This design comes from an exercise in tuning for small area and a short achievable clock period on the open sky130 flow, not from production work. RTL that was checked went through simulation tests only; none was proved equivalent to the original. For run 6, only the layout was checked, not whether the RTL still works. Power and IR drop assume default switching activity.

`flow/design.v`:
```
module Decoder (
    input  [1:0] SEL,
    input        READY,
    output [3:0] HSEL,
    output [7:0] DSEL     
    );
    assign HSEL = 4'b0001 << SEL;
    assign DSEL = 8'b00000001 << {SEL, READY};
endmodule
module Multiplexor (
    input      [7:0]   DSEL,
    input      [255:0] G_ALL,      
    output reg [31:0]  data_out
    );
    integer i;
    always @(*) begin
        data_out = 32'd0;
        for (i = 0; i < 8; i = i + 1)
            data_out = data_out | ({32{DSEL[i]}} & G_ALL[32*i +: 32]);
    end
endmodule
module master (
    input             HCLK,
    input             HRESETn,
    input             enable,
    input      [31:0] addr,
    input      [31:0] w_data,
    input      [1:0]  htrans,
    input      [2:0]  hsize,
    input             hwrite,
    input      [2:0]  hburst,
    input             HREADY,
    input             HRESP,
    output            m_idle,
    output            m_write,
    output            m_read,
    output            mr_next,
    output            mw_next,
    output     [31:0] HADDR,
    output     [1:0]  HTRANS,
    output     [31:0] WDATA,      
    input      [31:0] data_out,
    output reg [31:0] data_out_q
    );
    reg        st_w, st_r;    
    reg [10:0] bc, wc;
    reg        bflag, wflag;
    reg [10:0] temp_lo;
    reg        t_hz, t_ho;
    reg [31:0] wd_c, wd_d;
    assign m_idle  = ~st_w & ~st_r;
    assign m_write = st_w;
    assign m_read  = st_r;
    wire [31:0] cnt_addr = {21'b0, hburst[0] ? bc : wc};
    assign HADDR  = m_idle ? 32'd0 : (hburst == 3'd0) ? addr : cnt_addr;
    assign HTRANS = m_idle ? 2'd0 : htrans;
    wire [2:0]  HSIZE  = m_idle ? 3'd0 : hsize;
    wire [31:0] HWDATA = m_idle ? 32'd0 : (HREADY ? wd_d : wd_c);
    assign WDATA = (HSIZE == 3'd0) ? {24'b0, HWDATA[7:0]} :
                   (HSIZE == 3'd1) ? {16'b0, HWDATA[15:0]} : HWDATA;
    wire hold_st = ~m_idle & ~HREADY;
    wire nw = enable & (hold_st ? st_w : (~HRESP & hwrite));
    wire nr = enable & (hold_st ? st_r : (~HRESP & ~hwrite));
    assign mr_next = nr;
    assign mw_next = nw;
    always @(posedge HCLK or negedge HRESETn) begin
        if (!HRESETn) begin
            st_w <= 1'b0;
            st_r <= 1'b0;
        end else begin
            st_w <= nw;
            st_r <= nr;
        end
    end
    always @(posedge HCLK or negedge HRESETn) begin
        if (!HRESETn) data_out_q <= 32'd0;
        else          data_out_q <= data_out;
    end
    always @(posedge HCLK or negedge HRESETn) begin
        if (!HRESETn) begin
            wd_c <= 32'd0;
            wd_d <= 32'd0;
        end else if (HREADY) begin
            wd_c <= w_data;
            wd_d <= wd_c;
        end
    end
    reg [5:0] lim_k;
    always @(*) begin
        case (hburst)
            3'd3:    lim_k = 6'd12;
            3'd5:    lim_k = 6'd28;
            default: lim_k = 6'd60;
        endcase
    end
    wire [11:0] lim_sum = {1'b0, temp_lo} + {6'b0, lim_k};
    wire        lim_hz  = (t_hz & ~lim_sum[11]) | (t_ho & lim_sum[11]);
    wire        bc_lt   = ~lim_hz | (bc < lim_sum[10:0]);
    wire [10:0] bc_inc = bc + 11'd4;
    always @(posedge HCLK or negedge HRESETn) begin
        if (!HRESETn) begin
            bc      <= 11'd0;
            bflag   <= 1'b0;
            temp_lo <= 11'd0;
            t_hz    <= 1'b1;
            t_ho    <= 1'b0;
        end else if (HREADY) begin
            if (htrans == 2'd2) begin
                bc      <= addr[10:0];
                temp_lo <= addr[10:0];
                t_hz    <= (addr[31:11] == 21'd0);
                t_ho    <= (&addr[31:11]);
            end else if (htrans == 2'd3) begin
                if (hburst[0]) begin
                    if (bflag)
                        bflag <= 1'b0;
                    else if (hburst == 3'd1 || bc_lt)
                        bc <= bc_inc;
                end
            end else if (htrans == 2'd1) begin
                if (!bflag) begin
                    bc    <= bc_inc;
                    bflag <= 1'b1;
                end
            end
        end else if (htrans == 2'd1) begin
            if (!bflag) begin
                bc    <= bc_inc;
                bflag <= 1'b1;
            end
        end
    end
    reg [10:0] wmask;
    reg        wvalid;
    always @(*) begin
        case (hburst)
            3'd2:    begin wmask = 11'h7F0; wvalid = 1'b1; end
            3'd4:    begin wmask = 11'h7E0; wvalid = 1'b1; end
            3'd6:    begin wmask = 11'h7C0; wvalid = 1'b1; end
            default: begin wmask = 11'h000; wvalid = 1'b0; end
        endcase
    end
    wire [10:0] wrapv  = temp_lo & wmask;
    wire [10:0] wlimit = wrapv + (~wmask - 11'd3);
    wire        wcond  = wvalid & t_hz & (wc >= wlimit);
    wire [10:0] wc_inc = wc + 11'd4;
    always @(posedge HCLK or negedge HRESETn) begin
        if (!HRESETn) begin
            wc    <= 11'd0;
            wflag <= 1'b0;
        end else if (HREADY) begin
            if (htrans == 2'd2) begin
                wc <= addr[10:0];
            end else if (htrans == 2'd3) begin
                if (wflag)
                    wflag <= 1'b0;
                else
                    wc <= wcond ? wrapv : wc_inc;
            end else if (htrans == 2'd1) begin
                if (!wflag) begin
                    wc    <= wc_inc;
                    wflag <= 1'b1;
                end
            end
        end else if (!wflag) begin
            wc    <= wc_inc;
            wflag <= 1'b1;
        end
    end
endmodule
module slave #(parameter [1:0] SLAVE = 2'd0) (
    input             HCLK,
    input             HRESETn,
    input             HREADY,
    input             HWRITE,
    input      [1:0]  HTRANS,
    input             HSELx,
    input      [31:0] WDATA,
    input      [3:0]  idx,         
    input             lt16,        
    input             gt16,        
    input      [15:0] wsel,        
    input      [15:0] sel_next,    
    input      [3:0]  idx_next,    
    input             gt16_next,   
    input             mr_next,     
    input             mw_next,     
    input      [31:0] doq,         
    output reg        HRESP,
    output reg [31:0] HRDATA,
    output     [31:0] G1,
    output     [31:0] G0
    );
    localparam IDLE = 3'd0, WRITE = 3'd1, READ = 3'd2, BUSY = 3'd3, ERROR = 3'd4;
    reg [2:0]  state, next_state;
    reg        busy_flag;
    reg        resp_q;
    reg [31:0] rdata_q;
    reg [31:0] buf2;
    reg [15:0] written;
    reg [511:0] mem;
    wire we = (state == WRITE) & lt16;
    genvar g;
    generate
        for (g = 0; g < 16; g = g + 1) begin : word
            always @(posedge HCLK) begin
                if (we & wsel[g])
                    mem[32*g +: 32] <= WDATA;
            end
        end
    endgenerate
    wire [15:0] written_next = written | ({16{we}} & wsel);
    always @(posedge HCLK or negedge HRESETn) begin
        if (!HRESETn) written <= 16'd0;
        else          written <= written_next;
    end
    wire [15:0] rsel   = sel_next & written;
    wire        rconst = |(sel_next & ~written);
    wire        bypass = we & |(sel_next & wsel);
    reg  [31:0] mem_rd;
    integer i;
    always @(*) begin
        mem_rd = rconst ? {20'b0, SLAVE, 6'b0, idx_next} : 32'd0;
        for (i = 0; i < 16; i = i + 1)
            mem_rd = mem_rd | ({32{rsel[i]}} & mem[32*i +: 32]);
        if (bypass)
            mem_rd = WDATA;
    end
    reg [31:0] buf1;
    always @(posedge HCLK or negedge HRESETn) begin
        if (!HRESETn) begin
            buf1 <= 32'd0;
            buf2 <= 32'd0;
        end else if (HREADY) begin
            buf1 <= mem_rd;
            buf2 <= buf1;
        end
    end
    always @(*) begin
        case (state)
            IDLE:
                next_state = !HREADY ? IDLE : HWRITE ? WRITE : READ;
            WRITE, READ:
                if (HREADY) begin
                    if (gt16)
                        next_state = ERROR;
                    else if (HTRANS == 2'd1)
                        next_state = BUSY;
                    else if (HTRANS[1])
                        next_state = !HSELx ? IDLE : HWRITE ? WRITE : READ;
                    else
                        next_state = IDLE;
                end else begin
                    next_state = (HTRANS == 2'd0) ? IDLE : state;
                end
            BUSY:
                if (HTRANS == 2'd1)
                    next_state = BUSY;
                else if (HTRANS[1])
                    next_state = !(HREADY & HSELx) ? BUSY : HWRITE ? WRITE : READ;
                else
                    next_state = IDLE;
            default:
                next_state = IDLE;
        endcase
    end
    always @(posedge HCLK or negedge HRESETn) begin
        if (!HRESETn) begin
            state     <= IDLE;
            busy_flag <= 1'b0;
            resp_q    <= 1'b0;
            rdata_q   <= 32'd0;
        end else begin
            state     <= next_state;
            busy_flag <= (state == BUSY);
            resp_q    <= HRESP;
            rdata_q   <= HRDATA;
        end
    end
    wire n_idle = (next_state == IDLE) || (next_state > ERROR);
    wire n_b1   = (next_state == READ) & ~gt16_next & (state != BUSY);
    wire n_b2   = (next_state == BUSY) & (state != BUSY);
    reg  e_b1, e_b2, e_q, e_w;
    always @(posedge HCLK or negedge HRESETn) begin
        if (!HRESETn) begin
            e_b1 <= 1'b0;
            e_b2 <= 1'b0;
            e_q  <= 1'b0;
            e_w  <= 1'b0;
        end else begin
            e_w  <= mw_next;
            e_b1 <= mr_next & n_b1;
            e_b2 <= mr_next & n_b2;
            e_q  <= mr_next & ~n_idle & ~n_b1 & ~n_b2;
        end
    end
    assign G1 = ({32{e_b1}} & buf1) | ({32{e_b2}} & buf2) |
                ({32{e_q}} & rdata_q) | ({32{e_w}} & doq);
    assign G0 = ({32{e_b1 | e_b2}} & buf2) |
                ({32{e_q}} & rdata_q) | ({32{e_w}} & doq);
    always @(*) begin
        case (state)
            IDLE: begin
                HRESP  = 1'b0;
                HRDATA = 32'd0;
            end
            WRITE: begin
                HRESP  = gt16;
                HRDATA = rdata_q;
            end
            READ: begin
                if (gt16) begin
                    HRESP  = 1'b1;
                    HRDATA = rdata_q;
                end else if (busy_flag) begin
                    HRESP  = resp_q;
                    HRDATA = rdata_q;
                end else if (HREADY) begin
                    HRESP  = 1'b0;
                    HRDATA = buf1;
                end else begin
                    HRESP  = resp_q;
                    HRDATA = buf2;
                end
            end
            BUSY: begin
                HRESP  = resp_q;
                HRDATA = busy_flag ? rdata_q : buf2;
            end
            ERROR: begin
                HRESP  = 1'b1;
                HRDATA = rdata_q;
            end
            default: begin
                HRESP  = 1'b0;
                HRDATA = 32'd0;
            end
        endcase
    end
endmodule
module Top (
    input         enable,
    input  [31:0] addr,
    input  [31:0] w_data,
    input  [1:0]  htrans,
    input  [2:0]  hsize,
    input         hwrite,
    input  [2:0]  hburst,
    input         Master_ready,
    input         Slave_ready,
    input         HCLK,
    input         HRESETn,
    input  [1:0]  hselx,
    output [31:0] data_out
    );
    wire        m_idle, m_write, m_read, mr_next, mw_next;
    wire [31:0] HADDR;
    wire [1:0]  HTRANS;
    wire [31:0] WDATA;
    wire [31:0] data_out_q;
    wire        HRESP;
    wire [3:0]  HSEL;
    wire [127:0] hrdata_all;
    wire [255:0] g_all;
    wire [3:0]  hresp_all;
    master Master (
        .HCLK(HCLK), .HRESETn(HRESETn),
        .enable(enable), .addr(addr), .w_data(w_data), .htrans(htrans),
        .hsize(hsize), .hwrite(hwrite), .hburst(hburst),
        .HREADY(Master_ready), .HRESP(HRESP),
        .m_idle(m_idle), .m_write(m_write), .m_read(m_read), .mr_next(mr_next), .mw_next(mw_next),
        .HADDR(HADDR), .HTRANS(HTRANS), .WDATA(WDATA),
        .data_out(data_out), .data_out_q(data_out_q)
    );
    reg  [3:0] idx;
    reg        lt16, gt16;
    wire       lt16_n = (HADDR[31:6] == 26'd0);
    wire       eq16_n = (HADDR[31:2] == 30'd16);
    wire [15:0] sel_next = lt16_n ? (16'd1 << HADDR[5:2]) : 16'd0;
    wire [15:0] wsel     = lt16   ? (16'd1 << idx) : 16'd0;
    always @(posedge HCLK or negedge HRESETn) begin
        if (!HRESETn) begin
            idx  <= 4'd0;
            lt16 <= 1'b1;
            gt16 <= 1'b0;
        end else begin
            if (Slave_ready) begin
                idx  <= HADDR[5:2];
                lt16 <= lt16_n;
                gt16 <= ~lt16_n & ~eq16_n;
            end
        end
    end
    wire [7:0] DSEL;
    Decoder Decode (.SEL(hselx), .READY(Slave_ready), .HSEL(HSEL), .DSEL(DSEL));
    genvar s;
    generate
        for (s = 0; s < 4; s = s + 1) begin : sl
            slave #(.SLAVE(s)) Slave (
                .HCLK(HCLK), .HRESETn(HRESETn),
                .HREADY(Slave_ready), .HWRITE(hwrite), .HTRANS(HTRANS),
                .HSELx(HSEL[s]), .WDATA(WDATA),
                .idx(idx), .lt16(lt16), .gt16(gt16), .wsel(wsel),
                .sel_next(sel_next), .idx_next(HADDR[5:2]),
                .gt16_next(Slave_ready ? (~lt16_n & ~eq16_n) : gt16),
                .mr_next(mr_next), .mw_next(mw_next), .doq(data_out_q),
                .G1(g_all[64*s + 32 +: 32]), .G0(g_all[64*s +: 32]),
                .HRESP(hresp_all[s]), .HRDATA(hrdata_all[32*s +: 32])
            );
        end
    endgenerate
    assign HRESP = hresp_all[hselx];
    Multiplexor Mux (.DSEL(DSEL), .G_ALL(g_all), .data_out(data_out));
endmodule
```
`flow/flow/run.sh`:
```
#!/bin/bash
set -euo pipefail
export SYNTH_KEEP_MODULES="Multiplexor"
export BUFFER_PORTS_ARGS="-buffer_cell sky130_fd_sc_hd__buf_4"
bash standard.sh > standard.log 2>&1
```
`flow/standard.sh`:
```
#!/bin/bash
# synth_recipe.tcl (not shown) runs the flow's synth.tcl, then flattens the netlist and writes it again
# the make line also repeats each setting of config.mk as NAME=value (left out here)
make -C /OpenROAD-flow-scripts/flow DESIGN_CONFIG=/design/flow/config.mk WORK_HOME=/design/flow/orfs CLKGATE_MAP_FILE= SYNTH_SCRIPT=/design/flow/synth_recipe.tcl "${@:-finish}"
```
`flow/config.mk`:
```
export PLATFORM = sky130hd
export DESIGN_NAME = Top
export DESIGN_NICKNAME = Top
export VERILOG_FILES = /design/flow/design.v
export SDC_FILE = /design/flow/constraint.sdc
export NUM_CORES = 4
export LEC_CHECK = 0
export CAP_MARGIN = 20
export CORE_MARGIN = 2
export CORE_UTILIZATION = 45
export CTS_CLUSTER_DIAMETER = 60
export CTS_CLUSTER_SIZE = 24
export PLACE_DENSITY = 0.6
export SETUP_SLACK_MARGIN = 3.5
export SLEW_MARGIN = 20
```
`flow/constraint.sdc`:
```
create_clock -name core_clock -period 8.0 [get_ports {HCLK}]
set_input_delay 1.6000 -clock core_clock [delete_from_list [all_inputs] [get_ports {HCLK}]]
set_output_delay 1.6000 -clock core_clock [all_outputs]
set_load 0.01 [all_outputs]
```
==> results of run 1 <==
## what timing repair did
action	in CTS	in global routing
buffers inserted	71	17
endpoints found under the hold margin	0	0
pin swaps	67	42
setup endpoints to repair	166	104
cloned	22	4
resized for setup	189	54
## kinds of logic (layout without fill, tap and decap cells)
logic type / after synthesis / count (layout)
fa+ha+maj: 23 / 23
simple gates: 1862 / 1877
flops: 2669 / 2669
compound gates: 2009 / 2009
buf+inv: 599 / 837
mux: 206 / 206
other cells: 1 / 28
xor+xnor: 24 / 24
## cell usage in the layout (no fill, tap or decap), types with 18 or more instances in the layout
cell       Yosys  final
and4_4         1     24
clkbuf_16      0    179
edfxtp_1    2048   2048
inv_6          0     22
a22oi_1      589    505
and3_1        59     31
a22o_1       416    416
dfrtp_1      619    611
o21ai_0       75     67
or2_2         67     63
a221oi_1     408    408
nor2b_1       27     23
buf_6         44     42
a21oi_4        0     34
nand2_1      635    618
a22oi_2        4     88
ha_1          23     20
a221o_1       28     28
a2bb2oi_1     28     28
nor2_4         3     86
diode_2        0     27
clkinv_8       0     20
mux2i_1       38     38
inv_8          0     20
nor2_1       323    245
buf_4         62    376
nor3_1        36     33
and3_4         0     18
o21ai_1       51     58
mux2_2       167    167
a21oi_1      233    199
nand3_1      403    402
nand4_1      140    140
buf_12         2     29
nand2b_1      59     57
nor4_1        19     18
o221ai_1      23     22
inv_1         52     49
## modules after synthesis, one instance, submodules excluded
| module | flip-flops and latches | cells |
|---|---|---|
| Multiplexor | 0 | 184 |
| Top | 2669 | 7209 |
## flip-flops by register name (all words and copies together), names as in the netlist, 12 cells and up
register	cells
sl.Slave.state	12
sl.Slave.rdata_q	128
sl.Slave.buf1	128
Master.data_out_q	32
sl.Slave.buf2	128
Master.wd_c	32
sl.Slave.written	64
sl.Slave.mem	2048
Master.wd_d	32
## worst min path at each step
stage,from,endpoint,slack (ns),cells after the start
after floorplan,Master.bc[0]$_DFFE_PN0P_,Master.bc[0]$_DFFE_PN0P_,0.44,2
after CTS,Master.temp_lo[0]$_DFFE_PN0P_,Master.temp_lo[0]$_DFFE_PN0P_,0.49,2
after global routing,Master.temp_lo[0]$_DFFE_PN0P_,Master.temp_lo[0]$_DFFE_PN0P_,0.50,2
final,Master.temp_lo[0]$_DFFE_PN0P_,Master.temp_lo[0]$_DFFE_PN0P_,0.48,2
after global placement,Master.bc[0]$_DFFE_PN0P_,Master.bc[0]$_DFFE_PN0P_,0.45,2
after detailed placement,Master.temp_lo[0]$_DFFE_PN0P_,Master.temp_lo[0]$_DFFE_PN0P_,0.46,2
## power by group
group / total (mW) / internal [mW] / switching, mW
registers: 17.7 / 16.4 / 1.24
clock network: 10.0 / 4.68 / 5.32
logic: 6.30 / 1.88 / 4.43
## worst max-delay path, cell delays in order
cell      delay, ns
buf_12         0.12
nand2b_4       0.26
nor2_4         0.07
buf_12         0.15
a22oi_2        0.26
nand4_1        0.33
buf_4          0.26
## per-layer routing
metal | up-vias | part of all wire (%) | track usage, %
li1 | 29618 | - | -
met1 | 37841 | 38 | 43.78
met2 | 5337 | 44 | 46.51
met3 | 908 | 13 | 8.585
met4 | 10 | 4.8 | 13.28
met5 | - | 0.018 | 0
## layout make-up
cell class / instances / share of cell area [%]
multi-input combinational: 4140 / 24.17
tap: 3167 / 3.275
clock inverter: 122 / 1.324
timing repair buffer: 462 / 3.538
clock buffer: 196 / 3.753
inverter: 55 / 0.1923
antenna: 27 / 0.05584
sequential: 2669 / 63.68
timing repair inverter: 2 / 0.01448
## through the flow
step	setup WS, ns	instance area, um^2
after floorplan	3.314	108000
after global placement	1.985	112600
after detailed placement	1.960	112600
after CTS	3.416	120500
after global routing	3.369	121000
final	3.318	121000
==> results.sh, run 1 <==
export IMPL_status="complete, no violations"
export IMPL_finalSetupTns_ns=0
export IMPL_synthTopCellsByArea="edfxtp_1, dfrtp_1, a22oi_1"
export IMPL_crit_path_end_kind="primary output"
export IMPL_ys_warnings_count=7
export IMPL_synth_compound_area_share_pct=14.49
export IMPL_critPathMaxFanout=8
export IMPL_critPathArrivalTime_ns=3.08
export IMPL_synth_area_um2=107400
export IMPL_syn_area_per_cell_um2=14.53
export IMPL_layout_drive_gt1_share_pct=17.90
export IMPL_ys_seq_area_share_pct=71.73
export IMPL_dp_cells=10381
export IMPL_die_area_um2=242600
export IMPL_whs_ns=0.4815
export IMPL_yosys_area_top_type="edfxtp_1"
export IMPL_wl_um=391900
export IMPL_yosysUniqueCellTypes=99
export IMPL_timing_rr_end="sl[2].Slave.e_q$_DFF_PN0_"
export IMPL_synthToLayoutAreaGrowth_pct=12.67
export IMPL_synthAdderAreaFrac_pct=0.2679
export IMPL_p_per_area_nw_per_um2=280.6
export IMPL_drtAntennaViolNets=0
export IMPL_seq_area_um2=77050
export IMPL_setup_viol=0
export IMPL_netlist_instances=7393
export IMPL_final_instance_count_excl_fill=10840
export IMPL_synth_top_area_share_pct=57.26
export IMPL_wl_per_cell_um=36.15
export IMPL_synth_edf_count=2048
export IMPL_cts_buffers_inserted=174
export IMPL_dp_hpwl_um=216600
export IMPL_final_max_slew_viol_count=0
export IMPL_reg2reg_depth=12
export IMPL_antenna_found_initial=40
export IMPL_grt_util_all_layers_pct=31.42
export IMPL_avgViaCountPerCell=6.800
export IMPL_drc=0
export IMPL_cts_clk_slew_worst_paths_ns=0.08
export IMPL_cts_root_buf="clkbuf_16"
export IMPL_port_buffers=111
export IMPL_synth_nets=7496
export IMPL_cts_buffer_depth=3
export IMPL_hold_viol_final=0
export IMPL_synthSimpleGateAreaFrac_pct=8.290
export IMPL_async_flop_share_pct=23.27
export IMPL_synth_flop_cell="edfxtp_1"
export IMPL_fin_nets=7607
export IMPL_rrSetupSlack_ns=3.50
export IMPL_io_pin_count=112
export IMPL_fin_crit_ns=4.682
export IMPL_grt_pass1_vias=69418
export IMPL_rows=179
export IMPL_timing_final_crit_share_pct=58.53
export IMPL_path_class="input pin to primary output"
export IMPL_place_gp_congestion=0.9919
export IMPL_endpoint="data_out[19]"
export IMPL_clkLatencyLatePin_ns=0.88
export IMPL_fin_skew_ns=0.05793
export IMPL_synth_xor_area_share_pct=0.1957
export IMPL_leakage_nw=43.45
export IMPL_yosys_register_bits=2669
export IMPL_crit_start="hselx[1]"
export IMPL_hp_class="register to register"
export IMPL_start_util_pct=45.20
export IMPL_relSlewSlack_pct=22.80
export IMPL_route_vias_total=73714
export IMPL_clock_fmax_mhz=213.6
export IMPL_yosys_top_cells_count="edfxtp_1, nand2_1, dfrtp_1"
export IMPL_ir_worst_vdd_v=0.0005729
export IMPL_worst_pin_slew_ns=1.154
export IMPL_grt_max_degree=158
export IMPL_dr_pass1_iters=9
export IMPL_postCtsHoldBufs=0
export IMPL_crit_path_start_kind="input pin"
export IMPL_num_fill_cells=19653
export IMPL_maxCapViolCount=0
export IMPL_die_x_um=492.5
export IMPL_final_util_pct=50.92
export IMPL_drt_iter0_drc=12150
export IMPL_cts_sinks=2669
export IMPL_synth_top_family_by_area="compound AO/OA/AOI/OAI gates"
export IMPL_grt_ovfl_total=0
export IMPL_synth_mux_area_share_pct=2.126
export IMPL_cts_tree="built"
export IMPL_r2r_start="sl[3].Slave.e_w$_DFF_PN0_"
export IMPL_grt_pass1_wl_um=541600
export IMPL_design_core_area_um2=237600
export IMPL_required_ns=6.40
export IMPL_multi_input_area_um2=29250
export IMPL_synth_most_common_cell="edfxtp_1"
export IMPL_power_mw=33.96
export IMPL_fp_dieH_um=492.5
export IMPL_h_tree_depth=4
export IMPL_rsz0062_at_grt="true"
==> run 2, diff against run 1 <==
--- a/flow/design.v
+++ b/flow/design.v
@@ -74,6 +74,4 @@
     end
-    always @(posedge HCLK or negedge HRESETn) begin
-        if (!HRESETn) data_out_q <= 32'd0;
-        else          data_out_q <= data_out;
-    end
+    always @(posedge HCLK)
+        data_out_q <= data_out;
     always @(posedge HCLK or negedge HRESETn) begin
@@ -229,9 +227,14 @@
     reg [31:0] buf1;
+    reg        b1v;
+    always @(posedge HCLK) begin
+        if (HREADY)
+            buf1 <= mem_rd;
+    end
     always @(posedge HCLK or negedge HRESETn) begin
         if (!HRESETn) begin
-            buf1 <= 32'd0;
+            b1v  <= 1'b0;
             buf2 <= 32'd0;
         end else if (HREADY) begin
-            buf1 <= mem_rd;
-            buf2 <= buf1;
+            b1v  <= 1'b1;
+            buf2 <= {32{b1v}} & buf1;
         end
@@ -271,3 +274,2 @@
             resp_q    <= 1'b0;
-            rdata_q   <= 32'd0;
         end else begin
@@ -276,5 +278,6 @@
             resp_q    <= HRESP;
-            rdata_q   <= HRDATA;
         end
     end
+    always @(posedge HCLK)
+        rdata_q <= HRDATA;
     wire n_idle = (next_state == IDLE) || (next_state > ERROR);
==> results.sh, run 2 <==
export IMPL_hold_path_end="Master.temp_lo[0]$_DFFE_PN0P_"
export IMPL_setup_viol=0
export IMPL_rsz0062_at_grt="true"
export IMPL_synth_most_common_cell="edfxtp_1"
export IMPL_place_gp_congestion=0.9980
export IMPL_ys_warnings_count=7
export IMPL_wl_per_cell_um=34.38
export IMPL_grt_ovfl_total=0
export IMPL_dp_hpwl_um=210900
export IMPL_p_per_area_nw_per_um2=276.6
export IMPL_largest_reg_flops=2048
export IMPL_crit_path_start_kind="input pin"
export IMPL_io_pin_count=112
export IMPL_num_fill_cells=19359
export IMPL_timing_rr_end="sl[3].Slave.buf1[2]$_DFFE_PP_"
export IMPL_cts_buffers_inserted=169
export IMPL_final_max_slew_viol_count=0
export IMPL_pre_cts_ws_ns=1.214
export IMPL_dp_cells=10294
export IMPL_h_tree_depth=4
export IMPL_worst_slack_ns=3.296
export IMPL_netlist_instances=7285
export IMPL_maxCapViolCount=0
export IMPL_placed_area_um2=111600
export IMPL_synth_area_um2=105900
export IMPL_rrSetupSlack_ns=3.60
export IMPL_required_ns=6.40
export IMPL_die_area_um2=239200
export IMPL_synth_edf_count=2304
export IMPL_yosys_area_top_type="edfxtp_1"
export IMPL_synth_flop_cell="edfxtp_1"
export IMPL_hold_viol_final=0
export IMPL_start_util_pct=45.14
export IMPL_cts_tree="built"
export IMPL_synth_top_area_share_pct=65.35
export IMPL_fin_skew_ns=0.04894
export IMPL_leakage_nw=41.61
export IMPL_path_class="input pin to primary output"
export IMPL_dr_pass1_iters=10
export IMPL_clock_fmax_mhz=212.6
export IMPL_ir_worst_vdd_v=0.0002633
export IMPL_fin_crit_ns=4.704
export IMPL_cts_buffer_depth=3
export IMPL_multi_input_area_um2=26900
export IMPL_crit_path_end_kind="primary output"
export IMPL_port_buffers=111
export IMPL_grt_pass1_vias=66564
export IMPL_rows=178
export IMPL_worst_pin_slew_ns=1.216
export IMPL_cts_clk_slew_worst_paths_ns=0.08
export IMPL_drc=0
export IMPL_seq_area_um2=78190
export IMPL_critPathArrivalTime_ns=3.10
export IMPL_postCtsHoldBufs=0
export IMPL_drtAntennaViolNets=0
export IMPL_antenna_found_initial=18
export IMPL_route_vias_total=71534
export IMPL_largest_register="sl.Slave.mem"
export IMPL_timing_final_crit_share_pct=58.80
export IMPL_syn_area_per_cell_um2=14.53
export IMPL_synthToLayoutAreaGrowth_pct=13.65
export IMPL_ys_seq_area_share_pct=73.85
export IMPL_yosys_register_bits=2670
export IMPL_die_x_um=489.0
export IMPL_async_flop_share_pct=12.51
export IMPL_finalSetupTns_ns=0
export IMPL_critPathMaxFanout=8
export IMPL_grt_pass1_wl_um=512800
export IMPL_hp_class="register to register"
export IMPL_fin_nets=7570
export IMPL_hp_start="Master.temp_lo[0]$_DFFE_PN0P_"
export IMPL_layout_common_cells="edfxtp_1, nand2_1, a22oi_1"
export IMPL_fp_dieH_um=489.0
export IMPL_layout_drive_gt1_share_pct=16.97
export IMPL_wl_um=370000
export IMPL_synth_nets=7388
export IMPL_fin_area_um2=120300
export IMPL_synthTopCellsByArea="edfxtp_1, dfrtp_1, a22oi_1"
export IMPL_cts_sinks=2670
export IMPL_avgViaCountPerCell=6.648
export IMPL_whs_ns=0.4899
export IMPL_status="complete, no violations"
export IMPL_clkLatencyLatePin_ns=0.89
export IMPL_layout_commonest_cell="edfxtp_1"
export IMPL_final_instance_count_excl_fill=10760
export IMPL_yosysUniqueCellTypes=97
export IMPL_design_core_area_um2=234500
export IMPL_cts_root_buf="clkbuf_16"
export IMPL_relSlewSlack_pct=18.92
export IMPL_drt_iter0_drc=12524
export IMPL_r2r_start="Master.st_r$_DFF_PN0_"
export IMPL_yosys_top_cells_count="edfxtp_1, nand2_1, a22oi_1"
export IMPL_reg2reg_depth=14
export IMPL_whs_path_depth=2
export IMPL_grt_max_degree=199
export IMPL_grt_util_all_layers_pct=30.21
==> run 2: cell count changes after synthesis, moves of 72 or more <==
cell / change
a22oi_1: +165
a22o_1: -255
edfxtp_1: +256
nor2_1: -115
nor3_1: +99
clkbuf_1: +72
dfrtp_1: -287
mux2_2: -115
nand2_1: +175
a222oi_1: +217
a221oi_1: -317
==> run 2: worst max-delay path by stage <==
stage,startpoint,end,slack [ns],cells after the start
finish,Slave_ready,data_out[15],3.30,9
global route,Slave_ready,data_out[14],3.31,9
CTS,Slave_ready,data_out[0],3.35,9
detailed placement,hburst[2],sl[2].Slave.buf1[16]$_DFFE_PP_,1.21,12
global placement,hburst[2],sl[2].Slave.buf1[15]$_DFFE_PP_,1.38,12
floorplan,addr[17],sl[1].Slave.buf1[13]$_DFFE_PP_,3.49,12
==> run 2: through the flow <==
| stage | power [mW] | utilization [%] |
|---|---|---|
| 3_5_place_dp | 23.30 | 47.57 |
| 2_1_floorplan | 20.53 | - |
| 5_1_grt | 34.17 | 51.30 |
| 3_3_place_gp | 23.18 | 47.55 |
| 4_1_cts | 33.02 | 51.02 |
| 6_report | 33.29 | 51.31 |
==> run 2: cell type report <==
class                   instances  area share (%)
diodes                          7         0.01456
clock buffers                 193           3.685
clock inverters               114           1.181
inverters                     101          0.3317
multi-input cells            4001           22.36
flip-flops and latches       2670           64.99
well taps                    3150           3.276
repair buffers                523           4.162
repair inverters                1        0.007279
==> run 2: timing repair <==
action	4_1_cts	5_1_grt
gates resized for setup	220	83
buffers inserted	95	29
pin swaps	69	46
cloned	25	2
setup endpoints to repair	168	169
==> run 2: cells by family (layout without fill, tap and decap cells) <==
kind of cell | count (synthesis) | in the layout | synth area share [%]
flip-flops | 2670 | 2670 | 73.85
AND/OR/NAND/NOR | 2066 | 2079 | 9.335
AO/OA/AOI/OAI | 1787 | 1788 | 12.81
buffers and inverters | 628 | 932 | 2.592
multiplexers | 90 | 90 | 0.9667
adder cells (fa/ha/maj) | 24 | 24 | 0.2813
XOR/XNOR | 19 | 19 | 0.1572
other | 1 | 8 | 0.003542
==> run 2: routing by layer <==
layer  GRT usage, %  vias to the layer above  wire, um
met5              0                        -        16
met1          42.50                    36826    144000
met4          12.97                        4     17870
li1               -                    29334         -
met3          7.416                      694     45880
met2          44.77                     4676    162200
==> run 2: per-module statistics from Yosys (local to each module, per instance) <==
module	flops+latches	times used
Top	2670	1
Multiplexor	0	1
==> run 2: critical path, stage by stage <==
cell and delay (ns):
buf_16 0.13, buf_12 0.13, nor3_4 0.04, buf_12 0.13
buf_12 0.15, a22oi_2 0.38, nand4_1 0.16, buf_4 0.19
buf_4 0.15
==> run 2: power breakdown <==
| part | switching [mW] | total (mW) | internal [mW] |
|---|---|---|---|
| registers | 1.16 | 18.0 | 16.8 |
| clock network | 5.14 | 9.61 | 4.47 |
| logic | 4.04 | 5.70 | 1.67 |
| total | 10.3 | 33.3 | 22.9 |
==> run 3, diff against run 2 <==
--- a/flow/config.mk
+++ b/flow/config.mk
@@ -10,4 +10,4 @@
 export CORE_UTILIZATION = 45
-export CTS_CLUSTER_DIAMETER = 60
-export CTS_CLUSTER_SIZE = 24
+export CTS_CLUSTER_DIAMETER = 70
+export CTS_CLUSTER_SIZE = 30
 export PLACE_DENSITY = 0.6
==> results.sh, run 3 <==
export IMPL_multi_input_area_um2=26950
export IMPL_port_buffers=111
export IMPL_cts_root_buf="clkbuf_16"
export IMPL_setup_viol=0
export IMPL_cts_tree="built"
export IMPL_crit_path_end_kind="primary output"
export IMPL_drc=0
export IMPL_route_vias_total=71663
export IMPL_clock_fmax_mhz=213.5
export IMPL_grt_max_degree=199
export IMPL_fin_nets=7568
export IMPL_netlist_instances=7285
export IMPL_synth_nets=7388
export IMPL_critPathMaxFanout=11
export IMPL_synthTopCellsByArea="edfxtp_1, dfrtp_1, a22oi_1"
export IMPL_layout_common_cells="edfxtp_1, nand2_1, a22oi_1"
export IMPL_wl_per_cell_um=34.54
export IMPL_cts_buffer_depth=3
export IMPL_ir_worst_vdd_v=0.0002759
export IMPL_maxCapViolCount=0
export IMPL_drtAntennaViolNets=0
export IMPL_dp_hpwl_um=210900
export IMPL_cp_top_family="buffers and inverters"
export IMPL_clockPowerShare_pct=27.2
export IMPL_internal_power_mw=22.39
export IMPL_start_util_pct=45.14
export IMPL_layout_commonest_cell="edfxtp_1"
export IMPL_io_pin_count=112
export IMPL_synth_top_area_share_pct=65.35
export IMPL_largest_reg_flops=2048
export IMPL_syn_area_per_cell_um2=14.53
export IMPL_placed_area_um2=111600
export IMPL_fin_crit_ns=4.683
export IMPL_postCtsHoldBufs=0
export IMPL_cp_cell_sequence="buf_12 > nand2b_4 > nor2_4 > buf_12 > buf_12 > a22oi_1 > nand4_1 > buf_12 > buf_6"
export IMPL_ys_seq_area_share_pct=73.85
export IMPL_rsz0062_at_grt="true"
export IMPL_yosys_register_bits=2670
export IMPL_fin_skew_ns=0.04669
export IMPL_clkLatencyLatePin_ns=0.89
export IMPL_wl_um=370800
export IMPL_p_per_area_nw_per_um2=271.6
export IMPL_worst_pin_slew_ns=1.223
export IMPL_grt_util_all_layers_pct=30.07
export IMPL_yosys_area_top_type="edfxtp_1"
export IMPL_crit_path_start_kind="input pin"
export IMPL_r2r_start="Master.st_r$_DFF_PN0_"
export IMPL_async_flop_share_pct=12.51
export IMPL_grt_pass1_vias=66346
export IMPL_antenna_found_initial=18
export IMPL_cts_buffers_inserted=142
export IMPL_slowest_delay_ns=0.29
export IMPL_swShare_pct=31.27
export IMPL_grt_pass1_wl_um=510600
export IMPL_rows=178
export IMPL_design_core_area_um2=234500
export IMPL_yosys_top_cells_count="edfxtp_1, nand2_1, a22oi_1"
export IMPL_num_fill_cells=19403
export IMPL_die_x_um=489.0
export IMPL_synthToLayoutAreaGrowth_pct=13.32
export IMPL_synth_flop_cell="edfxtp_1"
export IMPL_critPathArrivalTime_ns=3.08
export IMPL_fp_dieH_um=489.0
export IMPL_path_class="input pin to primary output"
export IMPL_avgViaCountPerCell=6.674
export IMPL_hold_viol_final=0
export IMPL_h_tree_depth=4
export IMPL_yosysUniqueCellTypes=97
export IMPL_hp_class="register to register"
export IMPL_final_max_slew_viol_count=0
export IMPL_dr_pass1_iters=10
export IMPL_place_gp_congestion=0.9980
export IMPL_grt_ovfl_total=0
export IMPL_final_util_pct=51.16
export IMPL_leakage_nw=41.39
export IMPL_seq_area_um2=78190
export IMPL_hp_start="Master.temp_lo[0]$_DFFE_PN0P_"
export IMPL_cts_clk_slew_worst_paths_ns=0.09
export IMPL_crit_start="hselx[1]"
export IMPL_slowest_stage="a22oi_1"
export IMPL_cts_sinks=2670
export IMPL_fin_area_um2=120000
export IMPL_power_frac_seq_pct=55.2
export IMPL_synth_most_common_cell="edfxtp_1"
export IMPL_die_area_um2=239200
export IMPL_switching_power_mw=10.19
export IMPL_ys_warnings_count=7
export IMPL_synth_area_um2=105900
export IMPL_timing_critical_path_mode_cell="buf_12"
export IMPL_finalSetupTns_ns=0
export IMPL_relSlewSlack_pct=18.49
export IMPL_status="complete, no violations"
export IMPL_pwr_share_comb_pct=17.7
export IMPL_largest_register="sl.Slave.mem"
export IMPL_layout_drive_gt1_share_pct=16.81
export IMPL_path_buf_inv=5
export IMPL_drt_iter0_drc=12516
export IMPL_timing_final_crit_share_pct=58.54
export IMPL_synth_edf_count=2304
export IMPL_required_ns=6.40
[run 3: cell counts after synthesis]
Identical to the previous run, type by type.
[run 3: layout make-up]
type                    instances  area share, %
repair inverters                1       0.007300
diodes                         13        0.02712
flip-flops and latches       2670          65.17
well taps                    3150          3.285
clock buffers                 156          3.077
inverters                     101         0.3327
repair buffers                547          4.503
clock inverters                98          1.132
multi-input cells            4002          22.46
[run 3: what timing repair did]
item | in CTS | in global routing
buffers inserted | 88 | 54
pin swaps | 70 | 52
setup endpoints to repair | 168 | 172
gates cloned | 25 | 8
resized for setup | 251 | 96
[run 3: worst min-delay path, delay by kind of cell, from the launching register on]
family           cells  cell delay (ns)
flip-flops           1             0.36
AND/OR/NAND/NOR      2             0.10
[run 3: Yosys stat by module (local to each module, per instance)]
module / flip-flops and latches / area (um^2) / times used / cells inside
Multiplexor: 0 / 1343 / 1 / 184
Top: 2670 / 104500 / 1 / 7101
[run 3: worst paths after layout]
kind,endpoint,slack (ns),depth (start not counted)
setup reg to reg,sl[2].Slave.buf1[15]$_DFFE_PP_,3.71,13
hold / removal,Master.temp_lo[0]$_DFFE_PN0P_,0.49,2
max in group asynchronous,sl[2].Slave.e_q$_DFF_PN0_,5.79,2
hold reg to reg,Master.temp_lo[0]$_DFFE_PN0P_,0.49,2
setup / recovery,data_out[16],3.32,9
min in group asynchronous,Master.wc[2]$_DFFE_PN0P_,0.70,1
[run 3: cell families (layout without fill, tap and decap cells)]
group                    after synthesis  in the layout  share of synthesized area (%)
buffers and inverters                628            903                          2.592
multiplexers                          90             90                         0.9667
XOR/XNOR                              19             19                         0.1572
adder cells (fa/ha/maj)               24             24                         0.2813
other                                  1             14                       0.003542
AND/OR/NAND/NOR                     2066           2080                          9.335
flip-flops                          2670           2670                          73.85
AO/OA/AOI/OAI                       1787           1788                          12.81
[run 3: power groups by stage]
stage	Clock, mW	Combinational [mW]	Sequential, mW
2_1_floorplan	0	2.97	17.6
3_3_place_gp	0	5.02	18.2
3_5_place_dp	0	5.12	18.2
4_1_cts	8.93	5.43	17.9
5_1_grt	9.39	6.01	18.0
6_report	8.85	5.75	18.0
[run 3: metal layers]
metal	global-route usage, %	vias up	wire [um]
li1	-	29288	-
met1	42.50	36855	143100
met2	44.42	4827	162300
met3	7.214	687	47350
met4	12.99	6	18030
met5	0	-	42
[run 3: per-stage QoR]
stage | worst slack (ns) | total power [mW] | hold WS [ns] | instances
2_1_floorplan | 3.492 | 20.53 | 0.4373 | 7285
3_5_place_dp | 1.214 | 23.30 | 0.4694 | 10294
5_1_grt | 3.305 | 33.41 | 0.5262 | 10729
6_report | 3.317 | 32.58 | 0.4896 | 10738
3_3_place_gp | 1.384 | 23.18 | 0.4498 | 10292
4_1_cts | 3.343 | 32.24 | 0.4919 | 10661
==> run 4, diff against run 3 <==
--- a/flow/config.mk
+++ b/flow/config.mk
@@ -13,3 +13,3 @@
 export PLACE_DENSITY = 0.6
-export SETUP_SLACK_MARGIN = 3.5
+export SETUP_SLACK_MARGIN = 4.2
 export SLEW_MARGIN = 20
==> results.sh, run 4 <==
export IMPL_synth_area_um2=105900
export IMPL_fin_nets=7647
export IMPL_setup_viol=0
export IMPL_dp_cells=10263
export IMPL_met1_usage_pct=44.18
export IMPL_wl_um=388100
export IMPL_grt_pass1_vias=67541
export IMPL_async_flop_share_pct=12.51
export IMPL_netlist_instances=7285
export IMPL_ys_seq_area_share_pct=73.85
export IMPL_rrSetupSlack_ns=3.74
export IMPL_ys_warnings_count=7
export IMPL_top_usage_layer="met2"
export IMPL_fin_crit_ns=4.684
export IMPL_cts_root_buf="clkbuf_16"
export IMPL_wl_per_cell_um=35.89
export IMPL_avgViaCountPerCell=6.744
export IMPL_antenna_found_initial=17
export IMPL_path_class="input pin to primary output"
export IMPL_start_util_pct=45.14
export IMPL_whs_ns=0.4897
export IMPL_die_area_um2=239200
export IMPL_drt_iter0_drc=13356
export IMPL_synth_edf_count=2304
export IMPL_hold_viol_final=0
export IMPL_worst_pin_slew_ns=1.252
export IMPL_place_gp_congestion=0.9825
export IMPL_largest_register="sl.Slave.mem"
export IMPL_die_x_um=489.0
export IMPL_cts_sinks=2670
export IMPL_drc=0
export IMPL_fin_skew_ns=0.04907
export IMPL_dp_hpwl_um=207900
export IMPL_yosys_register_bits=2670
export IMPL_final_util_pct=52.68
export IMPL_gr_usage_met3_pct=8.244
export IMPL_p_per_area_nw_per_um2=271.7
export IMPL_hold_path_end="Master.temp_lo[0]$_DFFE_PN0P_"
export IMPL_synth_top_area_share_pct=65.35
export IMPL_grt_pass1_wl_um=537000
export IMPL_critPathArrivalTime_ns=3.08
export IMPL_status="complete, no violations"
export IMPL_num_fill_cells=18945
export IMPL_relSlewSlack_pct=16.51
export IMPL_rsz0062_at_grt="true"
export IMPL_final_max_slew_viol_count=0
export IMPL_cts_buffers_inserted=140
export IMPL_grt_ovfl_total=0
export IMPL_synthToLayoutAreaGrowth_pct=16.69
export IMPL_clkLatencyLatePin_ns=0.88
export IMPL_hp_start="Master.temp_lo[0]$_DFFE_PN0P_"
export IMPL_cts_tree="built"
export IMPL_finalSetupTns_ns=0
export IMPL_h_tree_depth=4
export IMPL_layout_drive_gt1_share_pct=20.77
export IMPL_syn_area_per_cell_um2=14.53
export IMPL_yosys_top_cells_count="edfxtp_1, nand2_1, a22oi_1"
export IMPL_crit_path_end_kind="primary output"
export IMPL_dr_pass1_iters=12
export IMPL_postCtsHoldBufs=0
export IMPL_leakage_nw=42.46
export IMPL_grt_max_degree=129
export IMPL_route_vias_total=72942
export IMPL_ir_worst_vdd_v=0.0002591
export IMPL_layout_commonest_cell="edfxtp_1"
export IMPL_design_core_area_um2=234500
export IMPL_clock_fmax_mhz=213.5
export IMPL_yosys_area_top_type="edfxtp_1"
export IMPL_drtAntennaViolNets=0
export IMPL_grt_util_all_layers_pct=31.83
export IMPL_synth_flop_cell="edfxtp_1"
export IMPL_largest_reg_flops=2048
export IMPL_rows=178
export IMPL_cts_clk_slew_worst_paths_ns=0.09
export IMPL_final_instance_count_excl_fill=10816
export IMPL_port_buffers=111
export IMPL_timing_final_crit_share_pct=58.55
export IMPL_layout_common_cells="edfxtp_1, nand2_1, a22oi_1"
export IMPL_yosysUniqueCellTypes=97
export IMPL_fp_dieH_um=489.0
export IMPL_crit_path_start_kind="input pin"
export IMPL_r2r_start="sl[3].Slave.e_w$_DFF_PN0_"
export IMPL_reg2reg_depth=16
export IMPL_timing_rr_end="sl[3].Slave.buf1[13]$_DFFE_PP_"
export IMPL_whs_path_depth=2
export IMPL_synth_nets=7388
export IMPL_critPathMaxFanout=7
export IMPL_met2_usage_pct=47.60
export IMPL_required_ns=6.40
export IMPL_synth_most_common_cell="edfxtp_1"
export IMPL_maxCapViolCount=0
export IMPL_synthTopCellsByArea="edfxtp_1, dfrtp_1, a22oi_1"
export IMPL_hp_class="register to register"
export IMPL_io_pin_count=112
export IMPL_cts_buffer_depth=3
-- run 4: cell counts after synthesis --
No cell type changed its count.
-- run 4: worst max-delay path by stage --
stage	cells after the start	endpoint	from	slack (ns)
CTS	9	data_out[12]	hselx[1]	3.38
detailed placement	12	sl[3].Slave.buf1[13]$_DFFE_PP_	hburst[2]	1.46
finish	9	data_out[21]	hselx[1]	3.32
global placement	12	sl[3].Slave.buf1[13]$_DFFE_PP_	hburst[2]	1.58
floorplan	3	sl[0].Slave.mem[114]$_DFFE_PP_	hsize[1]	3.35
global route	9	data_out[21]	hselx[1]	3.36
-- run 4: cells by family after synthesis --
group,after synthesis,synth area share [%]
compound gates,1787,12.81
flops,2670,73.85
mux,90,0.9667
simple gates,2066,9.335
other cells,1,0.003542
buf+inv,628,2.592
xor+xnor,19,0.1572
fa+ha+maj,24,0.2813
-- run 4: power breakdown --
| group | switching, mW | total [mW] | internal, mW | leakage [nW] |
|---|---|---|---|---|
| logic | 4.50 | 6.64 | 2.13 | 13.9 |
| clock network | 4.95 | 8.88 | 3.93 | 2.43 |
| registers | 1.23 | 18.0 | 16.8 | 26.2 |
| total | 10.7 | 33.6 | 22.9 | 42.5 |
-- run 4: final cells by class --
cell class	instances	area, um^2	share of cell area [%]
antenna	12	30.03	0.02431
clock buffer	156	3711	3.004
clock inverter	96	1296	1.049
inverter	101	395.4	0.3200
multi-input combinational	4011	28900	23.39
sequential	2670	78190	63.29
tap	3150	3941	3.190
timing repair buffer	619	7077	5.728
timing repair inverter	1	8.758	0.007089
-- run 4: metal layers --
metal  vias to the layer above  wire length, um
met5                         -              103
li1                      29486                -
met2                      5236           170200
met3                       854            51480
met4                        16            19800
met1                     37350           146500
-- run 4: modules after synthesis, one instance, submodules excluded --
module,area (um^2),copies in the design
Multiplexor,1343,1
Top,104500,1
-- run 4: per-stage QoR --
step,setup slack (ns),power (mW),instance area (um^2)
floorplan,3.349,20.75,107400
global placement,1.577,23.35,111900
detailed placement,1.461,23.46,111900
CTS,3.380,33.16,122700
global route,3.359,34.39,123500
finish,3.316,33.57,123500
-- run 4: worst max-delay path, stage by stage --
cell and delay [ns]:
buf_16 0.13, buf_8 0.12, nand2b_4 0.09, nor2_4 0.08
buf_12 0.13, buf_12 0.14, a22oi_2 0.23, nand4_1 0.29
buf_4 0.25
-- run 4: what timing repair did --
action,in CTS,in global routing
endpoints found under the setup margin,261,345
pin swaps,151,68
cloned,66,3
buffers inserted,196,21
gates resized for setup,593,109
==> run 5, diff against run 4 <==
--- a/flow/config.mk
+++ b/flow/config.mk
@@ -7,3 +7,3 @@
 export LEC_CHECK = 0
-export CAP_MARGIN = 20
+export CAP_MARGIN = 10
 export CORE_MARGIN = 2
@@ -13,3 +13,3 @@
 export PLACE_DENSITY = 0.6
-export SETUP_SLACK_MARGIN = 4.2
-export SLEW_MARGIN = 20
+export SETUP_SLACK_MARGIN = 3.5
+export SLEW_MARGIN = 10
==> results.sh, run 5 <==
export IMPL_design_core_area_um2=234500
export IMPL_die_area_um2=239200
export IMPL_status="complete, no violations"
export IMPL_fin_nets=7551
export IMPL_power_frac_seq_pct=54.7
export IMPL_rows=178
export IMPL_layout_commonest_cell="edfxtp_1"
export IMPL_required_ns=6.40
export IMPL_grt_max_degree=199
export IMPL_setup_viol=0
export IMPL_io_pin_count=112
export IMPL_dr_pass1_iters=10
export IMPL_cts_sinks=2670
export IMPL_largest_reg_flops=2048
export IMPL_crit_path_end_kind="primary output"
export IMPL_yosys_register_bits=2670
export IMPL_synth_edf_count=2304
export IMPL_seq_area_um2=78190
export IMPL_drt_iter0_drc=13075
export IMPL_layout_drive_gt1_share_pct=16.28
export IMPL_avgViaCountPerCell=6.664
export IMPL_ir_worst_vdd_v=0.0002442
export IMPL_reg2reg_depth=12
export IMPL_critPathMaxFanout=8
export IMPL_clock_fmax_mhz=212.7
export IMPL_grt_util_all_layers_pct=29.83
export IMPL_yosysUniqueCellTypes=97
export IMPL_port_buffers=111
export IMPL_relSlewSlack_pct=13.60
export IMPL_postCtsHoldBufs=0
export IMPL_final_util_pct=51.05
export IMPL_synth_most_common_cell="edfxtp_1"
export IMPL_grt_pass1_vias=65618
export IMPL_wl_um=369400
export IMPL_netlist_instances=7285
export IMPL_swShare_pct=31.16
export IMPL_ys_warnings_count=7
export IMPL_start_util_pct=45.14
export IMPL_synthToLayoutAreaGrowth_pct=13.09
export IMPL_clkLatencyLatePin_ns=0.90
export IMPL_dp_hpwl_um=210600
export IMPL_h_tree_depth=4
export IMPL_cts_clk_slew_worst_paths_ns=0.08
export IMPL_wl_per_cell_um=34.47
export IMPL_rsz0062_at_grt="true"
export IMPL_p_per_area_nw_per_um2=274.2
export IMPL_synthTopCellsByArea="edfxtp_1, dfrtp_1, a22oi_1"
export IMPL_drtAntennaViolNets=0
export IMPL_num_fill_cells=19375
export IMPL_cts_tree="built"
export IMPL_synth_nets=7388
export IMPL_synth_flop_cell="edfxtp_1"
export IMPL_internal_power_mw=22.60
export IMPL_fp_dieH_um=489.0
export IMPL_hold_viol_final=0
export IMPL_worst_pin_slew_ns=1.296
export IMPL_fin_crit_ns=4.702
export IMPL_grt_pass1_wl_um=506100
export IMPL_maxCapViolCount=0
export IMPL_hp_class="register to register"
export IMPL_leakage_nw=41.28
export IMPL_die_x_um=489.0
export IMPL_layout_common_cells="edfxtp_1, nand2_1, a22oi_1"
export IMPL_syn_area_per_cell_um2=14.53
export IMPL_timing_final_crit_share_pct=58.77
export IMPL_yosys_top_cells_count="edfxtp_1, nand2_1, a22oi_1"
export IMPL_ys_seq_area_share_pct=73.85
export IMPL_cts_root_buf="clkbuf_16"
export IMPL_finalSetupTns_ns=0
export IMPL_grt_ovfl_total=0
export IMPL_switching_power_mw=10.23
export IMPL_route_vias_total=71425
export IMPL_synth_area_um2=105900
export IMPL_largest_register="sl.Slave.mem"
export IMPL_multi_input_area_um2=26820
export IMPL_critPathArrivalTime_ns=3.10
export IMPL_drc=0
export IMPL_whs_path_depth=2
export IMPL_antenna_found_initial=21
export IMPL_yosys_area_top_type="edfxtp_1"
export IMPL_clockPowerShare_pct=27.9
export IMPL_synth_top_area_share_pct=65.35
export IMPL_path_class="input pin to primary output"
export IMPL_cts_buffers_inserted=143
export IMPL_final_max_slew_viol_count=0
export IMPL_crit_path_start_kind="input pin"
export IMPL_cts_buffer_depth=3
export IMPL_pwr_share_comb_pct=17.4
export IMPL_async_flop_share_pct=12.51
export IMPL_place_gp_congestion=0.9980
export IMPL_fin_skew_ns=0.05072
-- run 5: cell types whose count changed in the layout (fill, tap and decap cells not counted), moves of 20 or more --
cell / previous run / this run
buf_6: 80 / 50
mux2_4: 25 / 4
a21oi_2: 49 / 1
buf_4: 392 / 418
nor3_1: 43 / 127
mux2_1: 0 / 20
buf_16: 35 / 8
buf_12: 73 / 35
nor3_2: 45 / 6
a21oi_1: 154 / 211
a41oi_2: 22 / 0
a41oi_1: 1 / 23
nor3_4: 50 / 5
and3_4: 31 / 8
-- run 5: cell families (layout without fill, tap and decap cells) --
kind of cell	count (synthesis)	in the layout	synth area share, %
compound gates	1787	1788	12.81
xor+xnor	19	19	0.1572
mux	90	90	0.9667
fa+ha+maj	24	24	0.2813
simple gates	2066	2079	9.335
buf+inv	628	889	2.592
other cells	1	9	0.003542
flops	2670	2670	73.85
-- run 5: layout make-up --
cell class                 count  area share [%]
sequential                  2670           65.31
multi-input combinational   4001           22.40
timing repair buffer         530           4.210
tap                         3150           3.292
clock buffer                 153           3.100
clock inverter               104           1.339
inverter                     101          0.3302
antenna                        8         0.01672
timing repair inverter         1        0.007315
-- run 5: routing by layer --
metal,up-vias,global-route usage (%),share of wire [%]
met1,36535,41.98,38
met5,-,0,0.015
met3,673,7.165,13
li1,29260,-,-
met4,2,12.56,4.6
met2,4955,44.42,44
-- run 5: worst paths after layout --
path | endpoint | slack, ns | start
max in group asynchronous | sl[2].Slave.e_q$_DFF_PN0_ | 5.80 | HRESETn
min in group asynchronous | Master.wc[5]$_DFFE_PN0P_ | 0.69 | HRESETn
hold reg to reg | Master.temp_lo[0]$_DFFE_PN0P_ | 0.49 | Master.temp_lo[0]$_DFFE_PN0P_
setup reg to reg | sl[3].Slave.buf1[2]$_DFFE_PP_ | 3.67 | sl[3].Slave.e_w$_DFF_PN0_
hold / removal | Master.temp_lo[0]$_DFFE_PN0P_ | 0.49 | Master.temp_lo[0]$_DFFE_PN0P_
setup / recovery | data_out[2] | 3.30 | hselx[0]
-- run 5: through the flow --
stage	instance area, um^2	power (mW)	std cells	hold WS (ns)	setup WS [ns]
final	119700	32.83	10718	0.4886	3.298
after global routing	119700	33.67	10711	0.5235	3.316
after CTS	118600	32.42	10655	0.4921	3.369
after detailed placement	111500	23.30	10292	0.4683	1.227
after global placement	111500	23.18	10292	0.4498	1.384
after floorplan	106100	20.53	7285	0.4373	3.492
-- run 5: power by group through the flow --
stage          registers (mW)  clock network (mW)  logic, mW
2_1_floorplan            17.6                   0       2.97
3_3_place_gp             18.2                   0       5.02
3_5_place_dp             18.2                   0       5.11
4_1_cts                  17.9                9.22       5.32
5_1_grt                  18.0                9.69       5.96
6_report                 18.0                9.16       5.70
-- run 5: per-module statistics from Yosys (local to each module, per instance) --
module / flops+latches / area (um^2)
Top: 2670 / 104500
Multiplexor: 0 / 1343
-- run 5: worst max-delay path: stages --
cell and delay (ns):
buf_16 0.13, nand2b_4 0.18, nor2_4 0.30, buf_4 0.20, buf_8 0.17, a22oi_1 0.11
nand4_1 0.10, buf_4 0.17, buf_4 0.13
-- run 5: timing repair --
item                                    4_1_cts  5_1_grt
endpoints found under the hold margin         0        0
buffers inserted                             86       43
gates cloned                                 20       11
resized for setup                           188      107
endpoints found under the setup margin      172      158
pin swaps                                    64       44
==> run 6, diff against run 5 <==
--- a/flow/design.v
+++ b/flow/design.v
@@ -39,2 +39,3 @@
     output     [31:0] HADDR,
+    output     [15:0] SEL_NEXT,   
     output     [1:0]  HTRANS,
@@ -56,2 +57,7 @@
     assign HTRANS = m_idle ? 2'd0 : htrans;
+    wire [15:0] oh_addr = (addr[31:6] == 26'd0) ? (16'd1 << addr[5:2]) : 16'd0;
+    wire [15:0] oh_bc   = (bc[10:6] == 5'd0)    ? (16'd1 << bc[5:2])   : 16'd0;
+    wire [15:0] oh_wc   = (wc[10:6] == 5'd0)    ? (16'd1 << wc[5:2])   : 16'd0;
+    assign SEL_NEXT = m_idle ? 16'd1 : (hburst == 3'd0) ? oh_addr :
+                      hburst[0] ? oh_bc : oh_wc;
     wire [2:0]  HSIZE  = m_idle ? 3'd0 : hsize;
@@ -74,4 +80,6 @@
     end
-    always @(posedge HCLK)
-        data_out_q <= data_out;
+    always @(posedge HCLK or negedge HRESETn) begin
+        if (!HRESETn) data_out_q <= 32'd0;
+        else          data_out_q <= data_out;
+    end
     always @(posedge HCLK or negedge HRESETn) begin
@@ -216,3 +224,4 @@
     wire        rconst = |(sel_next & ~written);
-    wire        bypass = we & |(sel_next & wsel);
+    wire [15:0] wsel_we = {16{we}} & wsel;
+    wire        bypass  = |(sel_next & wsel_we);
     reg  [31:0] mem_rd;
@@ -227,14 +236,9 @@
     reg [31:0] buf1;
-    reg        b1v;
-    always @(posedge HCLK) begin
-        if (HREADY)
-            buf1 <= mem_rd;
-    end
     always @(posedge HCLK or negedge HRESETn) begin
         if (!HRESETn) begin
-            b1v  <= 1'b0;
+            buf1 <= 32'd0;
             buf2 <= 32'd0;
         end else if (HREADY) begin
-            b1v  <= 1'b1;
-            buf2 <= {32{b1v}} & buf1;
+            buf1 <= mem_rd;
+            buf2 <= buf1;
         end
@@ -274,2 +278,3 @@
             resp_q    <= 1'b0;
+            rdata_q   <= 32'd0;
         end else begin
@@ -278,6 +283,5 @@
             resp_q    <= HRESP;
+            rdata_q   <= HRDATA;
         end
     end
-    always @(posedge HCLK)
-        rdata_q <= HRDATA;
     wire n_idle = (next_state == IDLE) || (next_state > ERROR);
@@ -374,3 +378,3 @@
         .m_idle(m_idle), .m_write(m_write), .m_read(m_read), .mr_next(mr_next), .mw_next(mw_next),
-        .HADDR(HADDR), .HTRANS(HTRANS), .WDATA(WDATA),
+        .HADDR(HADDR), .SEL_NEXT(sel_next), .HTRANS(HTRANS), .WDATA(WDATA),
         .data_out(data_out), .data_out_q(data_out_q)
@@ -381,3 +385,3 @@
     wire       eq16_n = (HADDR[31:2] == 30'd16);
-    wire [15:0] sel_next = lt16_n ? (16'd1 << HADDR[5:2]) : 16'd0;
+    wire [15:0] sel_next;
     wire [15:0] wsel     = lt16   ? (16'd1 << idx) : 16'd0;
--- a/flow/config.mk
+++ b/flow/config.mk
@@ -7,9 +7,9 @@
 export LEC_CHECK = 0
-export CAP_MARGIN = 10
+export CAP_MARGIN = 20
 export CORE_MARGIN = 2
-export CORE_UTILIZATION = 45
+export CORE_UTILIZATION = 58
 export CTS_CLUSTER_DIAMETER = 70
 export CTS_CLUSTER_SIZE = 30
-export PLACE_DENSITY = 0.6
+export PLACE_DENSITY = 0.72
 export SETUP_SLACK_MARGIN = 3.5
-export SLEW_MARGIN = 10
+export SLEW_MARGIN = 20
==> results.sh, run 6 <==
export IMPL_hold_viol_final=0
export IMPL_worst_pin_slew_ns=1.190
export IMPL_path_class="input pin to primary output"
export IMPL_drt_iter0_drc=14233
export IMPL_design_core_area_um2=185800
export IMPL_fin_nets=8186
export IMPL_start_util_pct=58.51
export IMPL_leakage_nw=44.08
export IMPL_hp_class="register to register"
export IMPL_timing_final_crit_share_pct=59.17
export IMPL_whs_ns=0.4776
export IMPL_h_tree_depth=4
export IMPL_io_pin_count=112
export IMPL_num_fill_cells=13153
export IMPL_clkLatencyLatePin_ns=0.88
export IMPL_avgViaCountPerCell=7.345
export IMPL_synth_flop_cell="edfxtp_1"
export IMPL_die_area_um2=190900
export IMPL_ir_worst_vdd_v=0.0002650
export IMPL_crit_path_end_kind="primary output"
export IMPL_fin_area_um2=122400
export IMPL_grt_pass1_vias=73286
export IMPL_cts_sinks=2669
export IMPL_port_buffers=111
export IMPL_setup_viol=0
export IMPL_yosysUniqueCellTypes=101
export IMPL_place_gp_congestion=1.063
export IMPL_slowest_stage="a22oi_2"
export IMPL_dr_pass1_iters=10
export IMPL_grt_max_degree=156
export IMPL_critPathArrivalTime_ns=3.13
export IMPL_synth_top_area_share_pct=56.56
export IMPL_cts_clk_slew_worst_paths_ns=0.08
export IMPL_multi_input_area_um2=31650
export IMPL_yosys_register_bits=2669
export IMPL_ys_seq_area_share_pct=70.86
export IMPL_synth_edf_count=2048
export IMPL_route_vias_total=78506
export IMPL_cp_top_family="buffers and inverters"
export IMPL_clock_fmax_mhz=211.2
export IMPL_yosys_area_top_type="edfxtp_1"
export IMPL_synthTopCellsByArea="edfxtp_1, dfrtp_1, a22oi_1"
export IMPL_async_flop_share_pct=23.27
export IMPL_maxCapViolCount=0
export IMPL_largest_register="sl.Slave.mem"
export IMPL_final_max_slew_viol_count=0
export IMPL_netlist_instances=7842
export IMPL_crit_path_start_kind="input pin"
export IMPL_synth_most_common_cell="edfxtp_1"
export IMPL_rrSetupSlack_ns=3.37
export IMPL_synth_area_um2=108700
export IMPL_layout_drive_gt1_share_pct=17.26
export IMPL_critPathMaxFanout=8
export IMPL_p_per_area_nw_per_um2=261.8
export IMPL_required_ns=6.40
export IMPL_grt_util_all_layers_pct=41.56
export IMPL_grt_ovfl_total=0
export IMPL_fin_crit_ns=4.734
export IMPL_finalSetupTns_ns=0
export IMPL_relSlewSlack_pct=20.50
export IMPL_fp_dieH_um=437.0
export IMPL_cp_cell_sequence="buf_12 > buf_6 > nor3_4 > buf_12 > buf_12 > buf_16 > a22oi_2 > nand4_1 > buf_4"
export IMPL_rows=158
export IMPL_cts_root_buf="clkbuf_16"
export IMPL_drtAntennaViolNets=0
export IMPL_antenna_found_initial=40
export IMPL_dp_hpwl_um=242200
export IMPL_yosys_top_cells_count="edfxtp_1, a22oi_1, nand2_1"
export IMPL_placed_area_um2=114700
export IMPL_wl_per_cell_um=37.70
export IMPL_rsz0062_at_grt="true"
export IMPL_seq_area_um2=77050
export IMPL_cts_tree="built"
export IMPL_synth_nets=7955
export IMPL_grt_pass1_wl_um=558400
export IMPL_largest_reg_flops=2048
export IMPL_wl_um=403000
export IMPL_postCtsHoldBufs=0
export IMPL_ys_warnings_count=7
export IMPL_path_buf_inv=6
export IMPL_die_x_um=437.0
export IMPL_slowest_delay_ns=0.38
export IMPL_power_mw=32.04
export IMPL_cts_buffer_depth=3
export IMPL_layout_common_cells="edfxtp_1, nand2_1, a22oi_1"
export IMPL_timing_critical_path_mode_cell="buf_12"
export IMPL_layout_commonest_cell="edfxtp_1"
export IMPL_drc=0
export IMPL_status="complete, no violations"
export IMPL_synthToLayoutAreaGrowth_pct=12.58
export IMPL_fin_skew_ns=0.04853
export IMPL_cts_buffers_inserted=138
export IMPL_syn_area_per_cell_um2=13.87
==> run 6: changes by cell type in the layout (fill, tap and decap cells not counted), sizes merged, moves of 48 or more <==
cell,delta
nor4,+59
edfxtp,-256
a222oi,-66
o2bb2ai,+70
nand3,+112
mux2,+88
a21boi,+48
nand4,-72
o21ai,+54
dfrtp,+287
nor2,+122
buf,+71
==> run 6: through the flow <==
step | setup slack [ns] | std cells | util [%]
after floorplan | 3.431 | 7842 | -
after global placement | 1.679 | 10255 | 61.72
after detailed placement | 1.816 | 10257 | 61.74
after CTS | 3.353 | 10615 | 65.43
after global routing | 3.304 | 10665 | 65.84
final | 3.266 | 10689 | 65.87
==> run 6: logic make-up after synthesis <==
group / after synthesis / synth area share [%]
AO/OA/AOI/OAI: 2145 / 14.84
XOR/XNOR: 23 / 0.1853
adder cells (fa/ha/maj): 33 / 0.3797
buffers and inverters: 582 / 2.196
flip-flops: 2669 / 70.86
multiplexers: 187 / 1.922
other: 1 / 0.003449
AND/OR/NAND/NOR: 2202 / 9.619
==> run 6: Yosys stat by module (local to each module, per instance) <==
| module | times used | flip-flops and latches | cell area (um^2) | cells inside |
|---|---|---|---|---|
| Top | 1 | 2669 | 107400 | 7658 |
| Multiplexor | 1 | 0 | 1343 | 184 |
==> run 6: final cells by class <==
class / count / area share [%]
antenna: 24 / 0.04906
clock buffer: 168 / 3.042
clock inverter: 84 / 1.005
inverter: 66 / 0.2177
multi-input combinational: 4606 / 25.85
sequential: 2669 / 62.94
tap: 2480 / 2.535
timing repair buffer: 591 / 4.347
timing repair inverter: 1 / 0.007155
==> run 6: worst paths after layout <==
kind                                      startpoint  cells after the start                          endpoint
max                                         hselx[1]                      9                      data_out[30]
min                         Master.bc[0]$_DFFE_PN0P_                      2          Master.bc[0]$_DFFE_PN0P_
max reg2reg                sl[3].Slave.e_w$_DFF_PN0_                     11  sl[2].Slave.buf1[11]$_DFFE_PN0P_
min reg2reg                 Master.bc[0]$_DFFE_PN0P_                      2          Master.bc[0]$_DFFE_PN0P_
max in group asynchronous                    HRESETn                      2         sl[3].Slave.e_w$_DFF_PN0_
min in group asynchronous                    HRESETn                      1   sl[3].Slave.buf1[8]$_DFFE_PN0P_
==> run 6: worst reg2reg max path, stage by stage, from the launching register on <==
cell and delay, ns:
dfrtp_4 0.55, buf_4 0.19, or2_1 0.21, buf_4 0.30
and2_0 0.36, a32o_1 0.55, nor2_2 0.60, o22ai_1 0.28
a211o_1 0.34, or4_4 0.50, nor4_2 0.44, o221ai_1 0.16
==> run 6: repair_timing <==
item	in CTS	in global routing
pin swaps	54	42
setup endpoints to repair	160	139
setup buffers	82	48
gates resized for setup	172	63
gates cloned	24	2
==> run 6: routing by layer <==
layer	vias up	track usage [%]	part of all wire (%)
li1	31587	-	-
met1	39474	55.14	35
met2	6245	61.07	44
met3	1156	13.51	15
met4	44	22.46	6.5
met5	-	0.9577	0.14
==> run 6: report_power, final <==
group	switching, mW	total [mW]	internal (mW)
logic	3.91	5.68	1.77
registers	1.35	17.6	16.3
clock network	4.86	8.72	3.85
total	10.1	32.0	21.9

[re-timing with driven ports]
In the flow no input, the clock included, has a driving cell. The finished layouts below were timed again as built, in two steps.
Step 1: set_driving_cell puts a clkbuf_16 on HCLK and a buf_2 on each other input, an assumption about the parent block.
Step 2 times the ports against the registers' clock, not the clock port: input delays grow and output delays shrink by t, the midpoint of the rising clock arrivals with the driver on.
a / b / c = no drivers / after step 1 / after step 2; a / b = the first two.
run	t, ns	setup WS [ns]	worst hold slack (ns)	worst setup path after step 2	worst register clock-pin slew, ns
run 1	0.942	3.318 / 3.228 / 2.396	0.481 / 0.481 / 0.481	input to register	0.10 / 0.10
run 2	0.964	3.296 / 2.928 / 2.563	0.490 / 0.490 / 0.490	input to register	0.10 / 0.10
run 3	0.958	3.317 / 2.977 / 2.565	0.490 / 0.490 / 0.490	input to register	0.12 / 0.12
run 4	0.947	3.316 / 3.071 / 2.572	0.490 / 0.490 / 0.490	input to register	0.12 / 0.12
run 5	0.956	3.298 / 3.002 / 2.583	0.489 / 0.489 / 0.489	input to register	0.12 / 0.12
run 6	0.939	3.266 / 3.059 / 2.441	0.478 / 0.478 / 0.478	input to register	0.12 / 0.12
After both steps every run listed still meets setup and hold. For run 1, which loses most, drivers alone change the setup slack by -0.090 ns; drivers and shift together by -0.922 ns.
